Background: an optimization exercise with open tools, aiming at small area, a short achievable clock period and few clock cycles. Do not read the settings as production practice. Function was checked by simulation only, so behaviour that the tests miss may differ from the original. The flow treats the clock pin as an ideal source, which a real chip does not have. Power is estimated from default activity; no workload was simulated.

Setup of rev 12:
==> flow/design.v (excerpt) <==
module mips(
    input  logic        clk, reset,
    output logic [31:0] pc,          
    input  logic [31:0] instr,       
    output logic        memwrite,    
    output logic [31:0] dataadr,     
    output logic [31:0] writedata,   
    input  logic [31:0] readdata     
);
    localparam logic [5:0] OP_R = 6'h00, OP_J = 6'h02, OP_BEQ = 6'h04,
                           OP_ADDI = 6'h08, OP_LW = 6'h23, OP_SW = 6'h2B;
    logic        d_valid;
    logic [31:0] d_instr;
    logic        e_wr, e_load, e_store, e_beq;    
    logic [4:0]  e_dest;
    logic [31:0] e_a, e_b;                        
    logic [31:0] e_bi;                            
    logic        e_inv;
    logic        e_fwda, e_fwdb, e_fwdbi;         
    logic        e_fwdb_l;                        
    logic        e_and, e_or, e_slt;
    logic        e_addi;                          
    logic [31:0] e_btarget;
    logic        m_wr, m_load;
    logic [4:0]  m_dest;
    logic [31:0] m_res, m_wd;
    logic [31:0] pc4, pcnext, btarget_d;
    logic        redirect_e, redirect_d, stall_d, jump_f;
    assign pc4    = pc + 32'd4;
    assign jump_f = (instr[31:26] == OP_J);
    logic [31:0] pcnext_e;
    logic        sel_f;
    assign pcnext_e = redirect_e ? e_btarget :
                      redirect_d ? btarget_d :
                      stall_d    ? pc : pc4;
    assign sel_f    = jump_f & !redirect_e & !redirect_d & !stall_d;
    assign pcnext   = sel_f ? {pc4[31:28], instr[25:0], 2'b00} : pcnext_e;
    always_ff @(posedge clk, posedge reset)
        if (reset) pc <= 32'd0;
        else       pc <= {pcnext[31:2], 2'b00};    
    always_ff @(posedge clk, posedge reset)
        if (reset) d_valid <= 1'b0;
        else if (redirect_e | redirect_d) d_valid <= 1'b0;
        else if (!stall_d) d_valid <= !jump_f;
    always_ff @(posedge clk)
        if (!stall_d) d_instr <= instr;
    logic [5:0]  d_op, d_funct;
    logic [4:0]  d_rs, d_rt, d_rd;
    logic [31:0] d_simm;
  ...
Size: roughly 4500 cells after synthesis, about 160 I/O pins, ~58000 µm² of cells after synthesis.
==> module mips, before the edit <==
module mips(
    input  logic        clk, reset,
    output logic [31:0] pc,          
    input  logic [31:0] instr,       
    output logic        memwrite,    
    output logic [31:0] dataadr,     
    output logic [31:0] writedata,   
    input  logic [31:0] readdata     
);
    localparam logic [5:0] OP_R = 6'h00, OP_J = 6'h02, OP_BEQ = 6'h04,
                           OP_ADDI = 6'h08, OP_LW = 6'h23, OP_SW = 6'h2B;
    logic        d_valid;
    logic [31:0] d_instr;
    logic        e_wr, e_load, e_store, e_beq;    
    logic [4:0]  e_dest;
    logic [31:0] e_a, e_b;                        
    logic [31:0] e_bi;                            
    logic        e_inv;
    logic        e_fwda, e_fwdb, e_fwdbi;         
    logic        e_fwdb_l;                        
    logic        e_and, e_or, e_slt;
    logic        e_addi;                          
    logic [31:0] e_btarget;
    logic        m_wr, m_load;
    logic [4:0]  m_dest;
    logic [31:0] m_res, m_wd;
    logic [31:0] pc4, pcnext, btarget_d;
    logic        redirect_e, redirect_d, stall_d, jump_f;
    assign pc4    = pc + 32'd4;
    assign jump_f = (instr[31:26] == OP_J);
    logic [31:0] pcnext_e;
    logic        sel_f;
    assign pcnext_e = redirect_e ? e_btarget :
                      redirect_d ? btarget_d :
                      stall_d    ? pc : pc4;
    assign sel_f    = jump_f & !redirect_e & !redirect_d & !stall_d;
    assign pcnext   = sel_f ? {pc4[31:28], instr[25:0], 2'b00} : pcnext_e;
    always_ff @(posedge clk, posedge reset)
        if (reset) pc <= 32'd0;
        else       pc <= {pcnext[31:2], 2'b00};    
    always_ff @(posedge clk, posedge reset)
        if (reset) d_valid <= 1'b0;
        else if (redirect_e | redirect_d) d_valid <= 1'b0;
        else if (!stall_d) d_valid <= !jump_f;
    always_ff @(posedge clk)
        if (!stall_d) d_instr <= instr;
    logic [5:0]  d_op, d_funct;
    logic [4:0]  d_rs, d_rt, d_rd;
    logic [31:0] d_simm;
    logic        d_isr, d_isaddi, d_islw, d_issw, d_isbeq;
    logic        d_alu_rs, d_alu_rt, d_wr, d_inv;
    logic [4:0]  d_dest;
    logic [31:0] rf_a, rf_b, d_a, d_b, d_bi, wb_data;
    assign d_op    = d_instr[31:26];
    assign d_rs    = d_instr[25:21];
    assign d_rt    = d_instr[20:16];
    assign d_rd    = d_instr[15:11];
    assign d_funct = d_instr[5:0];
    assign d_simm  = {{16{d_instr[15]}}, d_instr[15:0]};
    assign d_isr    = (d_op == OP_R);
    assign d_isaddi = (d_op == OP_ADDI);
    assign d_islw   = (d_op == OP_LW);
    assign d_issw   = (d_op == OP_SW);
    assign d_isbeq  = (d_op == OP_BEQ);
    assign d_dest   = d_isr ? d_rd : d_rt;
    assign d_wr     = (d_isr | d_isaddi | d_islw) & (d_dest != 5'd0);
    assign d_alu_rs = d_isr | d_isaddi | d_islw | d_issw | d_isbeq;
    assign d_alu_rt = d_isr | d_isbeq;
    adder d_badd(
        .a(pc),
        .b({d_simm[29:0], 2'b00}),
        .cin(1'b0),
        .y(btarget_d),
        .cout()
    );
    logic d_zbeq, e_zero;
    assign d_zbeq = d_isbeq & e_addi &
                    (((d_rt == 5'd0) & (d_rs == e_dest)) | ((d_rs == 5'd0) & (d_rt == e_dest)));
    assign e_zero = ((e_a ^ e_bi) == {(e_a[30:0] | e_bi[30:0]), 1'b0});
    assign redirect_d = d_valid & d_isbeq & ((d_rs == d_rt) | (d_zbeq & e_zero)) & !redirect_e;
    assign stall_d = d_valid & e_load &
                     ((d_alu_rs & (d_rs == e_dest)) | (d_alu_rt & (d_rt == e_dest)));
    assign wb_data = m_load ? readdata : m_res;
    regfile rf(
        .clk(clk),
        .we3(m_wr),
        .ra1(d_rs),
        .ra2(d_rt),
        .wa3(m_dest),
        .wd3(wb_data),
        .rd1(rf_a),
        .rd2(rf_b)
    );
    logic fwd_ma, fwd_mb;
    assign fwd_ma = m_wr & (m_dest == d_rs);
    assign fwd_mb = m_wr & (m_dest == d_rt);
    assign d_a = (fwd_ma & m_load) ? readdata : (fwd_ma ? m_res : rf_a);
    assign d_b = (fwd_mb & m_load) ? readdata : (fwd_mb ? m_res : rf_b);
    assign d_inv = d_isr & ((d_funct == 6'h22) | (d_funct == 6'h2A));
    assign d_bi  = (d_isr ? d_b : d_simm) ^ {32{d_inv}};
    logic d_go;
    assign d_go = d_valid & !stall_d & !redirect_e;
    always_ff @(posedge clk, posedge reset)
        if (reset) begin
            e_wr    <= 1'b0;
            e_load  <= 1'b0;
            e_store <= 1'b0;
            e_beq   <= 1'b0;
        end else begin
            e_wr    <= d_go & d_wr;
            e_load  <= d_go & d_islw & (d_dest != 5'd0);
            e_store <= d_go & d_issw;
            e_beq   <= d_go & d_isbeq & !redirect_d;
        end
    always_ff @(posedge clk) begin
        e_dest    <= d_dest;
        e_a       <= d_a;
        e_b       <= d_b;
        e_bi      <= d_bi;
        e_inv     <= d_inv;
        e_fwda    <= e_wr & !e_load & (e_dest == d_rs);
        e_fwdb    <= e_wr & !e_load & (e_dest == d_rt);
        e_fwdbi   <= e_wr & !e_load & (e_dest == d_rt) & d_isr;
        e_fwdb_l  <= e_load & (e_dest == d_rt);
        e_and     <= d_isr & (d_funct == 6'h24);
        e_or      <= d_isr & (d_funct == 6'h25);
        e_slt     <= d_isr & (d_funct == 6'h2A);
        e_addi    <= d_go & d_isaddi & (d_dest != 5'd0) & !(e_wr & !e_load & (e_dest == d_rs));
        e_btarget <= btarget_d;
    end
    logic [31:0] a, b, b_full, bx, res;
    assign a      = e_fwda ? m_res : e_a;
    assign b      = e_fwdb ? m_res : e_b;
    assign b_full = e_fwdb_l ? readdata : b;
    assign bx     = e_fwdbi ? (m_res ^ {32{e_inv}}) : e_bi;
    ula alu(
        .a(a),
        .bx(bx),
        .inv(e_inv),
        .op_and(e_and),
        .op_or(e_or),
        .op_slt(e_slt),
        .result(res)
    );
    assign redirect_e = e_beq & (a == b);
    always_ff @(posedge clk, posedge reset)
        if (reset) begin
            memwrite <= 1'b0;
            m_wr     <= 1'b0;
            m_load   <= 1'b0;
        end else begin
            memwrite <= e_store;
            m_wr     <= e_wr;
            m_load   <= e_load;
        end
    always_ff @(posedge clk) begin
        m_dest <= e_dest;
        m_res  <= res;
        m_wd   <= b_full;
    end
    assign dataadr   = m_res;
    assign writedata = m_wd;
endmodule
clock: 11.0 ns
lec_check: 0
cap_margin: 20
core_margin: 2
core_utilization: 38
place_density: 0.42
slew_margin: 20
standard.sh (not shown) runs the stock make flow with config.mk's settings and CLKGATE_MAP_FILE= SYNTH_SCRIPT=/design/flow/synth_recipe.tcl, a recipe that flattens the netlist after the stock synthesis.
==> flow/flow/run.sh <==
#!/bin/bash
# Standard ORFS layout with: a stronger setup repair target (plus a second repair
# pass after CTS), plain port buffers, and a clock tree of larger sink clusters
# without dummy loads.
set -euo pipefail
bash standard.sh \
  SETUP_SLACK_MARGIN=7.5 \
  "BUFFER_PORTS_ARGS=-buffer_cell sky130_fd_sc_hd__buf_2" \
  "CTS_ARGS=-sink_clustering_enable -repair_clock_nets -dont_use_dummy_load -sink_clustering_size 24 -sink_clustering_max_diameter 100 -buf_list sky130_fd_sc_hd__clkbuf_16" \
  "POST_CTS_TCL=$PWD/flow/post_cts.tcl" \
  finish > standard.log 2>&1
==> flow/flow/post_cts.tcl <==
# Extra setup repair after clock tree synthesis: a second repair_timing pass
# that may change cell footprints, then legalise the placement again.
estimate_parasitics -placement
repair_timing -setup -setup_margin 7.5 -repair_tns 100 -verbose
detailed_placement
check_placement -verbose
estimate_parasitics -placement
report_worst_slack
Testbench counts of rev 12, summed over its fixed seeds: cycles 19,766.
## Diff of input files: rev 13 against rev 12
--- a/flow/design.v
+++ b/flow/design.v
@@ -367,7 +367,6 @@
     logic        e_fwda, e_fwdb, e_fwdbi;         
     logic        e_fwdb_l;                        
     logic        e_and, e_or, e_slt;
-    logic        e_addi;                          
     logic [31:0] e_btarget;
     logic        m_wr, m_load;
     logic [4:0]  m_dest;
@@ -421,11 +420,7 @@
         .y(btarget_d),
         .cout()
     );
-    logic d_zbeq, e_zero;
-    assign d_zbeq = d_isbeq & e_addi &
-                    (((d_rt == 5'd0) & (d_rs == e_dest)) | ((d_rs == 5'd0) & (d_rt == e_dest)));
-    assign e_zero = ((e_a ^ e_bi) == {(e_a[30:0] | e_bi[30:0]), 1'b0});
-    assign redirect_d = d_valid & d_isbeq & ((d_rs == d_rt) | (d_zbeq & e_zero)) & !redirect_e;
+    assign redirect_d = d_valid & d_isbeq & (d_rs == d_rt) & !redirect_e;
     assign stall_d = d_valid & e_load &
                      ((d_alu_rs & (d_rs == e_dest)) | (d_alu_rt & (d_rt == e_dest)));
     assign wb_data = m_load ? readdata : m_res;
@@ -458,7 +453,7 @@
             e_wr    <= d_go & d_wr;
             e_load  <= d_go & d_islw & (d_dest != 5'd0);
             e_store <= d_go & d_issw;
-            e_beq   <= d_go & d_isbeq & !redirect_d;
+            e_beq   <= d_go & d_isbeq & (d_rs != d_rt);
         end
     always_ff @(posedge clk) begin
         e_dest    <= d_dest;
@@ -473,7 +468,6 @@
         e_and     <= d_isr & (d_funct == 6'h24);
         e_or      <= d_isr & (d_funct == 6'h25);
         e_slt     <= d_isr & (d_funct == 6'h2A);
-        e_addi    <= d_go & d_isaddi & (d_dest != 5'd0) & !(e_wr & !e_load & (e_dest == d_rs));
         e_btarget <= btarget_d;
     end
     logic [31:0] a, b, b_full, bx, res;
### Flow results
- From rev 12 to rev 13 the numbers moved as follows: number of stages on the worst setup path went up, part of the total power dissipated in combinational logic now sits lower, overall die area moved down.
- Looking at start-to-end type of the worst setup path, the input pin to register result is from rev 12; the register to register one comes from rev 13.
- Wire length was lower in rev 13 than in rev 12.
- Against rev 12, clock buffer count in rev 13 fell slightly.
- Rev 13 gives less setup slack than rev 12 did.
- The sequential share of layout area reported for rev 13 is greater than that of rev 12 by 1.2 points.
- Of rev 12 and rev 13, the run reporting the lower worst path arrival time was rev 12.
Testbench counts of rev 13, summed over its fixed seeds: cycles 20,184.

[static timing again, ports no longer ideal]
The flow's constraints put no driver on any port. The routed layouts listed below were extracted and timed again, unchanged, in two steps.
Step 1: set_driving_cell puts a clkbuf_16 on clk and a buf_2 on each other input, an assumption about the parent block.
Step 2 moves the port delays by t, midway between the first and last clock arrival at a register: inputs arrive t later, outputs are due t later. That takes back most of the time a late clock gives input paths.
Slacks: no drivers / after step 1 / after step 2; pairs: no drivers / after step 1.
run	shift t [ns]	setup slack, ns	latest minus earliest clock arrival (ns)
rev 12	0.766	7.410 / 7.435 / 6.715	0.093 / 0.093
rev 13	0.756	7.374 / 7.374 / 6.786	0.091 / 0.091
After both steps every run listed still meets setup and hold. The setup slack of rev 12, which loses most, moves by +0.025 ns with the drivers and by -0.695 ns with both steps.
